From an optimization exercise on the open Yosys and OpenROAD flow, aimed at small area, a short achievable clock period and few clock cycles; shortcuts taken in it are not production practice.
At most, simulation tests tie the RTL to the original design; equivalence was not proved.
Power figures rest on the tool's default switching activity, not on a simulated workload.

==> flow/design.v <==
module xlr8_fdiv
  (input  logic        clk,
   input  logic        rst_n,
   input  logic        start_div,   
   input  logic        start_nop,   
   input  logic [31:0] numer,
   input  logic [31:0] denom,
   output logic        fin,
   output logic [31:0] result);
   logic [4:0]  cnt;         
   logic        busy;
   logic        rnd;         
   logic        norm;        
   logic [22:0] dvs;         
   logic [24:0] dvd;         
   logic [25:0] t;
   logic        q;
   logic [24:0] d_nxt;
   always_comb begin
      t = {1'b0, dvd} - {2'b01, dvs};
      q = !t[25];
      d_nxt = q ? {t[23:0], 1'b0} : {dvd[23:0], 1'b0};
   end
   logic [7:0]  exp_n, exp_d, exp_q;
   logic        n_nan, d_nan, n_inf, d_inf, n_0, d_0;
   logic [22:0] m_rnd;
   logic [8:0]  s9;
   logic [31:0] q_out;
   always_comb begin
      exp_n = numer[30:23];
      exp_d = denom[30:23];
      n_nan = (exp_n == 8'hff) && (numer[22:0] != 0);
      d_nan = (exp_d == 8'hff) && (denom[22:0] != 0);
      n_inf = (exp_n == 8'hff) && (numer[22:0] == 0);
      d_inf = (exp_d == 8'hff) && (denom[22:0] == 0);
      n_0 = (exp_n == 0);
      d_0 = (exp_d == 0);
      s9 = {exp_n, 1'b1} + {~exp_d, norm};
      exp_q = (s9[8:1] - 8'd1) ^ 8'h80;
      for (int i = 0; i < 23; i++)
        m_rnd[i] = result[i+1] ^ (result[0] && (i == 0 || &(result[23:1] | ~((23'd1 << i) - 23'd1))));
      if (n_nan || d_nan || (n_0 && d_0) || (n_inf && d_inf))
        q_out = 32'h7fffffff;
      else if (n_inf || d_0)
        q_out = {numer[31] ^ denom[31], 8'hff, 23'h0};
      else if (n_0 || d_inf)
        q_out = {numer[31] ^ denom[31], 31'h0};
      else
        q_out = {numer[31] ^ denom[31], exp_q, m_rnd};
   end
   assign busy = (cnt != 5'd0);
   assign fin = busy && (cnt == 5'd1);
   always_ff @(posedge clk or negedge rst_n)
     if (!rst_n) begin
        cnt <= 5'd0;
        rnd <= 1'b0;
     end
     else begin
        rnd <= fin;
        if (start_div)
          cnt <= q ? 5'd24 : 5'd25;
        else if (busy)
          cnt <= cnt - 5'd1;
     end
   always_ff @(posedge clk)
     if (start_div)
       norm <= q;
   always_ff @(posedge clk)
     dvs <= denom[22:0];
   always_ff @(posedge clk)
     if (start_div || busy)
       dvd <= d_nxt;
     else
       dvd <= {2'b01, numer[22:0]};
   always_ff @(posedge clk or negedge rst_n)
     if (!rst_n)
       result <= 32'h0;
     else if (start_nop)
       result <= 32'h0;
     else if (start_div || busy)
       result <= {result[30:0], q};
     else if (rnd)
       result <= q_out;
endmodule  
`timescale 1 ns / 1 ns
module xlr8_xf
  (input  logic        clk,
   input  logic        rstn,
   input  logic [5:0]  adr,
   input  logic [7:0]  dbus_in,
   output logic [7:0]  dbus_out,
   input  logic        iore,
   input  logic        iowe,
   output logic        out_en,
   output logic        start_div,   
   output logic        start_nop,   
   input  logic        fin,         
   input  logic [31:0] result);
   logic [6:0] ctrl_reg;
   logic       flag;       
   logic       unsup;      
   logic       ctrl_we;
   logic       status_re;
   logic       start;
   logic [7:0] rbyte;
   logic [7:0] creg;
   assign ctrl_we   = iowe && (adr == 6'h10);
   assign status_re = iore && (adr == 6'h11);
   assign start     = ctrl_we && dbus_in[6];
   assign start_div = start && (dbus_in[2:0] == 3'd3);
   assign start_nop = start && (dbus_in[2:0] != 3'd3);
   assign out_en = iore && ((adr[5:2] == 4'b0011) || (adr[5:1] == 5'b01000));
   always_comb begin
      case (adr[1:0])
        2'd0:    rbyte = result[7:0];
        2'd1:    rbyte = result[15:8];
        2'd2:    rbyte = result[23:16];
        default: rbyte = result[31:24];
      endcase
      creg = adr[0] ? {flag, unsup, 6'h00} : {1'b0, ctrl_reg};
      dbus_out = adr[4] ? creg : rbyte;
   end
   always_ff @(posedge clk or negedge rstn)
     if (!rstn)
       ctrl_reg <= 7'h00;
     else if (ctrl_we)
       ctrl_reg <= dbus_in[6:0];
   always_ff @(posedge clk or negedge rstn)
     if (!rstn) begin
        flag  <= 1'b0;
        unsup <= 1'b0;
     end
     else if (start_nop) begin
        flag  <= 1'b1;
        unsup <= 1'b1;
     end
     else if (fin) begin
        flag  <= 1'b1;
        unsup <= 1'b0;
     end
     else if (start) begin
        flag  <= 1'b0;
        unsup <= 1'b0;
     end
     else if (status_re)
       flag <= 1'b0;
endmodule
`timescale 1 ns / 1 ns
module xlr8_float_div
  (input  logic        clk,
   input  logic        rstn,
   input  logic [5:0]  adr,
   input  logic [7:0]  dbus_in,
   output logic [7:0]  dbus_out,
   input  logic        iore,
   input  logic        iowe,
   output logic        out_en,
   input  logic [31:0] opa,    
   input  logic [31:0] opb     
   );
   logic        start_div;
   logic        start_nop;
   logic        fin;
   logic [31:0] result;
   xlr8_xf xf_inst
     (.clk       (clk),
      .rstn      (rstn),
      .adr       (adr),
      .dbus_in   (dbus_in),
      .dbus_out  (dbus_out),
      .iore      (iore),
      .iowe      (iowe),
      .out_en    (out_en),
      .start_div (start_div),
      .start_nop (start_nop),
      .fin       (fin),
      .result    (result));
   xlr8_fdiv fdiv_inst
     (.clk       (clk),
      .rst_n     (rstn),
      .start_div (start_div),
      .start_nop (start_nop),
      .numer     (opa),
      .denom     (opb),
      .fin       (fin),
      .result    (result));
endmodule
Settings: LEC_CHECK=0, CAP_MARGIN=20, CORE_MARGIN=2, CORE_UTILIZATION=40, SETUP_SLACK_MARGIN=2.0, SLEW_MARGIN=20; clock period 5.0 ns.
run.sh (not shown) runs the stock make flow with config.mk's settings and CLKGATE_MAP_FILE= SYNTH_SCRIPT=/design/flow/synth_recipe.tcl, a recipe that flattens the netlist after the stock synthesis.
Testbench counts at the start, summed over its fixed seeds: cycles 73,192.
Change:
--- a/flow/design.v
+++ b/flow/design.v
@@ -6,13 +6,13 @@
    input  logic [31:0] numer,
    input  logic [31:0] denom,
    output logic        fin,
    output logic [31:0] result);
    logic [4:0]  cnt;         
    logic        busy;
-   logic        rnd;         
+   logic        last;        
    logic        norm;        
    logic [22:0] dvs;         
    logic [24:0] dvd;         
    logic [25:0] t;
    logic        q;
    logic [24:0] d_nxt;
@@ -20,13 +20,13 @@
       t = {1'b0, dvd} - {2'b01, dvs};
       q = !t[25];
       d_nxt = q ? {t[23:0], 1'b0} : {dvd[23:0], 1'b0};
    end
    logic [7:0]  exp_n, exp_d, exp_q;
    logic        n_nan, d_nan, n_inf, d_inf, n_0, d_0;
-   logic [22:0] m_rnd;
+   logic [22:0] inc, m_rnd;
    logic [8:0]  s9;
    logic [31:0] q_out;
    always_comb begin
       exp_n = numer[30:23];
       exp_d = denom[30:23];
       n_nan = (exp_n == 8'hff) && (numer[22:0] != 0);
@@ -34,56 +34,52 @@
       n_inf = (exp_n == 8'hff) && (numer[22:0] == 0);
       d_inf = (exp_d == 8'hff) && (denom[22:0] == 0);
       n_0 = (exp_n == 0);
       d_0 = (exp_d == 0);
       s9 = {exp_n, 1'b1} + {~exp_d, norm};
       exp_q = (s9[8:1] - 8'd1) ^ 8'h80;
-      for (int i = 0; i < 23; i++)
-        m_rnd[i] = result[i+1] ^ (result[0] && (i == 0 || &(result[23:1] | ~((23'd1 << i) - 23'd1))));
+      inc = result[22:0] + 23'd1;
+      m_rnd = q ? inc : result[22:0];
       if (n_nan || d_nan || (n_0 && d_0) || (n_inf && d_inf))
         q_out = 32'h7fffffff;
       else if (n_inf || d_0)
         q_out = {numer[31] ^ denom[31], 8'hff, 23'h0};
       else if (n_0 || d_inf)
         q_out = {numer[31] ^ denom[31], 31'h0};
       else
         q_out = {numer[31] ^ denom[31], exp_q, m_rnd};
    end
    assign busy = (cnt != 5'd0);
-   assign fin = busy && (cnt == 5'd1);
+   assign fin  = (cnt == 5'd2);
+   assign last = (cnt == 5'd1);
    always_ff @(posedge clk or negedge rst_n)
-     if (!rst_n) begin
-        cnt <= 5'd0;
-        rnd <= 1'b0;
-     end
-     else begin
-        rnd <= fin;
-        if (start_div)
-          cnt <= q ? 5'd24 : 5'd25;
-        else if (busy)
-          cnt <= cnt - 5'd1;
-     end
+     if (!rst_n)
+       cnt <= 5'd0;
+     else if (start_div)
+       cnt <= q ? 5'd24 : 5'd25;
+     else if (busy)
+       cnt <= cnt - 5'd1;
    always_ff @(posedge clk)
      if (start_div)
        norm <= q;
    always_ff @(posedge clk)
      dvs <= denom[22:0];
    always_ff @(posedge clk)
-     if (start_div || busy)
+     if (start_div || (busy && !last))
        dvd <= d_nxt;
      else
        dvd <= {2'b01, numer[22:0]};
    always_ff @(posedge clk or negedge rst_n)
      if (!rst_n)
        result <= 32'h0;
      else if (start_nop)
        result <= 32'h0;
+     else if (last)
+       result <= q_out;
      else if (start_div || busy)
        result <= {result[30:0], q};
-     else if (rnd)
-       result <= q_out;
 endmodule  
 `timescale 1 ns / 1 ns
 module xlr8_xf
   (input  logic        clk,
    input  logic        rstn,
    input  logic [5:0]  adr,
=> Clock skew shrinks by 0.0044 ns; flip-flop and latch count shrinks by 1; critical path depth stays the same; synthesized area grows by 3.0%; design area grows by about 7%; routed wire length grows by about 6%; worst setup slack degrades by 0.029 ns; global-route usage grows by 0.88 points; hold slack degrades by 0.041 ns; fmax shrinks by 0.94%; power grows by about 8%; sequential share of layout area shrinks by 1.9 points; cell count grows by 5.9%.
The RTL of the second run of this note was laid out without a check of its function.

-- port drivers added, routing unchanged --
No port has a modelled driver above. Below, the same layouts with a new extraction and two added sets of constraints. Step 1: set_driving_cell puts a clkbuf_16 on clk and a buf_2 on each other input, an assumption about the parent block. Step 2 times the ports against the registers' clock, not the clock port: input delays grow and output delays shrink by t, the midpoint of the rising clock arrivals with the driver on. Slacks: no drivers / after step 1 / after step 2; pairs: no drivers / after step 1.
run	shift t [ns]	slack for setup (ns)	hold slack, ns	worst setup path at the end	pins driven straight from the clock port
the first run	0.386	2.000 / 1.932 / 1.715	0.515 / 0.515 / 0.515	input to register	1
the second run	0.391	1.971 / 1.910 / 1.635	0.474 / 0.474 / 0.474	input to register	1
After both steps setup and hold are still met in every run listed. For the second run, which loses most, drivers alone change the setup slack by -0.061 ns; drivers and shift together by -0.336 ns.
